This is an optimization exercise on Yosys and OpenROAD, whose aim is small area, not a production implementation.
Only simulation tests tie the RTL to the original design; equivalence was not proved.
The clock input has no modelled driver; a real chip could not lean on it and would need a root buffer or a full tree.

run a:
==> flow/design.v <==
module Top (
    input  logic       clk_1MHz,
    input  logic       reset,
    input  logic       data_in,
    input  logic       write_in,
    input  logic       dequeue_in,
    output logic [7:0] fila_data_out,
    output logic [7:0] fila_len_out
);
    logic [3:0] a, b;
    logic       fast, slow;
    function automatic logic [3:0] step(input logic [3:0] v);
        step = {v[2:0], v[3] ? ~(v[0] | v[1]) : v[0]};
    endfunction
    assign fast = ~a[2] & ~a[1] & ~a[0];
    assign slow = a[2] & a[1] & ~a[0] & ~b[2] & ~b[1] & ~b[0];
    always_ff @(posedge clk_1MHz or posedge reset) begin
        if (reset) begin
            a <= 4'd12;
            b <= 4'd14;
        end else begin
            a <= step(a);
            if (fast) b <= step(b);
        end
    end
    logic [3:0] s;
    logic [7:0] buffer;
    logic       busy;
    logic [3:0] len;
    logic [7:0] mem [8];
    logic [7:0] dout;
    logic recv, req, full, empty, enq, deq, inc;
    assign recv  = ~s[3];
    assign req   = s[3] & ~s[1] & s[0];
    assign full  = len[3];
    assign empty = (len == 4'd0);
    assign enq   = slow & ~busy & req & ~full;
    assign deq   = slow & ~busy & ~(req & ~full) & dequeue_in & ~empty;
    assign inc   = (fast & (recv ? write_in : ~req)) | enq;
    logic [3:0] ts, tl;
    logic [2:0] tq;
    logic       tb;
    assign ts[0] = inc;
    assign ts[1] = inc & s[0];
    assign ts[2] = inc & s[0] & s[1] & ~s[3];
    assign ts[3] = inc & s[0] & s[1] & (s[2] | s[3]);
    assign tl[0] = enq | deq;
    assign tl[1] = (enq & len[0]) | (deq & ~len[0]);
    assign tl[2] = (enq & len[0] & len[1]) | (deq & ~len[0] & ~len[1]);
    assign tl[3] = (enq & len[0] & len[1] & len[2]) | (deq & ~len[0] & ~len[1] & ~len[2]);
    assign tb = slow & (busy | (req & ~full) | (dequeue_in & ~empty));
    always_ff @(posedge clk_1MHz or posedge reset) begin
        if (reset) begin
            s    <= 4'd0;
            busy <= 1'b0;
            len  <= 4'd0;
            dout <= 8'd0;
        end else begin
            s    <= s ^ ts;
            busy <= busy ^ tb;
            len  <= len ^ tl;
            if (deq) dout <= head;
        end
    end
    logic [2:0] q;
    logic [7:0] head;
    logic       ins;
    assign ins = ({1'b0, q} == len);
    assign tq[0] = ~deq;
    assign tq[1] = ~deq & q[0];
    assign tq[2] = ~deq & q[0] & q[1];
    always_ff @(posedge clk_1MHz or posedge reset) begin
        if (reset) q <= 3'd0;
        else q <= q ^ tq;
    end
    always_ff @(posedge clk_1MHz) begin
        if (fast & recv & write_in) buffer <= {data_in, buffer[7:1]};
        mem[0] <= ins ? buffer : mem[7];
        for (int i = 1; i < 8; i++) mem[i] <= mem[i - 1];
        if (q == 3'd0) head <= mem[7];
    end
    assign fila_data_out = dout;
    assign fila_len_out  = {4'd0, len};
endmodule
==> flow/config.mk <==
export PLATFORM = sky130hd
export DESIGN_NAME = Top
export DESIGN_NICKNAME = Top
export VERILOG_FILES = /design/flow/design.v
export SDC_FILE = /design/flow/constraint.sdc
export NUM_CORES = 4
export LEC_CHECK = 0
export CAP_MARGIN = 20
export CORE_MARGIN = 2
export CORE_UTILIZATION = 75
export PLACE_DENSITY = 0.8
export SLEW_MARGIN = 20
==> flow/constraint.sdc <==
create_clock -name core_clock -period 10.0 [get_ports {clk_1MHz}]
set_input_delay 2.0000 -clock core_clock [delete_from_list [all_inputs] [get_ports {clk_1MHz}]]
set_output_delay 2.0000 -clock core_clock [all_outputs]
set_load 0.01 [all_outputs]
standard.sh (not shown) runs the stock make flow with config.mk's settings and CLKGATE_MAP_FILE= SYNTH_SCRIPT=/design/flow/synth_recipe.tcl, a recipe that flattens the netlist after the stock synthesis.
==> flow/flow/run.sh <==
#!/bin/bash
# Standard ORFS layout with 1-drive port buffers, every gate shrunk to its
# smallest size before the placement repair (which then resizes or buffers
# what needs it), and CTS's tree replaced by a flat one of a few large
# clock buffers, each driving an equal share of the registers.
set -euo pipefail
here=$(pwd)
bash standard.sh \
  "BUFFER_PORTS_ARGS=-buffer_cell sky130_fd_sc_hd__buf_1" \
  "CTS_ARGS=-sink_clustering_enable -repair_clock_nets -dont_use_dummy_load" \
  "PRE_RESIZE_TCL=$here/flow/downsize.tcl" \
  "POST_CTS_TCL=$here/flow/handtree.tcl" \
  finish > make.log 2>&1
==> flow/flow/handtree.tcl <==
# Replace the clock tree that CTS built with a flat one: the clock port
# drives NX*NY clock buffers of type CELL, each driving the registers in one
# cell of an NX by NY grid that splits the registers into equal groups
# (columns by x, then rows by y within each column).
proc my_collect_clock {net bufs_var sinks_var} {
  upvar $bufs_var bufs
  upvar $sinks_var sinks
  foreach it [$net getITerms] {
    if {[$it isOutputSignal]} { continue }
    set inst [$it getInst]
    set m [[$inst getMaster] getName]
    if {[regexp {__clk(buf|inv)} $m] || [string match clkload* [$inst getName]]} {
      lappend bufs $inst
      foreach o [$inst getITerms] {
        if {[$o isOutputSignal] && [$o getNet] ne "NULL"} {
          my_collect_clock [$o getNet] bufs sinks
        }
      }
    } else {
      lappend sinks $it
    }
  }
}

proc my_hand_tree {nx ny cell} {
  set db [ord::get_db]
  set block [ord::get_db_block]
  set root [[$block findBTerm clk_1MHz] getNet]
  set bufs {}
  set sinks {}
  my_collect_clock $root bufs sinks
  foreach inst $bufs {
    foreach o [$inst getITerms] {
      set n [$o getNet]
      if {$n ne "NULL" && [$o isOutputSignal]} {
        $o disconnect
        if {[llength [$n getITerms]] == 0 || [$n getName] ne [$root getName]} {
          foreach x [$n getITerms] { $x disconnect }
          odb::dbNet_destroy $n
        }
      }
    }
    odb::dbInst_destroy $inst
  }
  set pts {}
  foreach it $sinks {
    $it connect $root
    set xy [$it getAvgXY]
    lappend pts [list [lindex $xy 1] [lindex $xy 2] $it]
  }
  set master [$db findMaster $cell]
  set pts [lsort -real -index 0 $pts]
  set n [llength $pts]
  set b 0
  for {set i 0} {$i < $nx} {incr i} {
    set col [lrange $pts [expr {$i * $n / $nx}] [expr {($i + 1) * $n / $nx - 1}]]
    set col [lsort -real -index 1 $col]
    set m [llength $col]
    for {set j 0} {$j < $ny} {incr j} {
      set grp [lrange $col [expr {$j * $m / $ny}] [expr {($j + 1) * $m / $ny - 1}]]
      set net [odb::dbNet_create $block clknet_hand_$b]
      $net setSigType CLOCK
      set inst [odb::dbInst_create $block $master clkbuf_hand_$b]
      set sx 0
      set sy 0
      foreach s $grp {
        set it [lindex $s 2]
        $it disconnect
        $it connect $net
        set sx [expr {$sx + [lindex $s 0]}]
        set sy [expr {$sy + [lindex $s 1]}]
      }
      set k [llength $grp]
      $inst setLocation [expr {int($sx / $k)}] [expr {int($sy / $k)}]
      $inst setPlacementStatus PLACED
      [$inst findITerm A] connect $root
      [$inst findITerm X] connect $net
      incr b
    }
  }
  puts "my_hand_tree: removed [llength $bufs] CTS cells, $n sinks on $b x $cell"
  detailed_placement
  check_placement
}
my_hand_tree 2 2 sky130_fd_sc_hd__clkbuf_16
Other scripts of this flow, unchanged in this note and not shown: flow/flow/downsize.tcl
[inputs] run b vs run a
--- a/flow/flow/handtree.tcl
+++ b/flow/flow/handtree.tcl
@@ -85 +85 @@
-my_hand_tree 2 2 sky130_fd_sc_hd__clkbuf_16
+my_hand_tree 1 3 sky130_fd_sc_hd__clkbuf_16
Relative slew slack in run b vs run a: down 16 points
Between run b and run a, final cell count without fillers is lower for run b, run a comes in above that.
Diff run a..run b | fraction of synthesis flops using an asynchronous set or reset pin | negligible
Relative to run a, the via count measured on run b has decreased by a few percent.
Setup slack of the critical path after layout: run b > run a
From run a to run b the numbers moved as follows: filler cell count in the final layout picked up an extra about 11%; multi-input combinational gate total neither gained nor lost much.
In every run of this note, the design's own scripts or RTL, not TritonCTS, make the clock network.

separate check: timing with driven ports:
Ports are ideal in the flow. The routed layouts listed here were re-timed in OpenROAD. Step 1 sets driving cells, clkbuf_16 on the clock port and buf_2 on the other inputs (assumed; they add their load-dependent delay and slew). Step 2 moves the port delays by t, midway between the first and last clock arrival at a register: inputs arrive t later, outputs are due t later. That takes back most of the time a late clock gives input paths. Three values: ideal ports, drivers, drivers and shift; two values: the first two.
run | shift t [ns] | slack for setup (ns) | hold WS [ns] | worst slew at a driven data input, ns
run a | 0.224 | 6.659 / 6.699 / 6.475 | 0.327 / 0.327 / 0.327 | 0.04
run b | 0.227 | 6.730 / 6.756 / 6.529 | 0.340 / 0.340 / 0.340 | 0.03
After both steps setup and hold are still met in every run listed. For run b, which loses most, drivers alone change the setup slack by +0.026 ns; drivers and shift together by -0.201 ns.
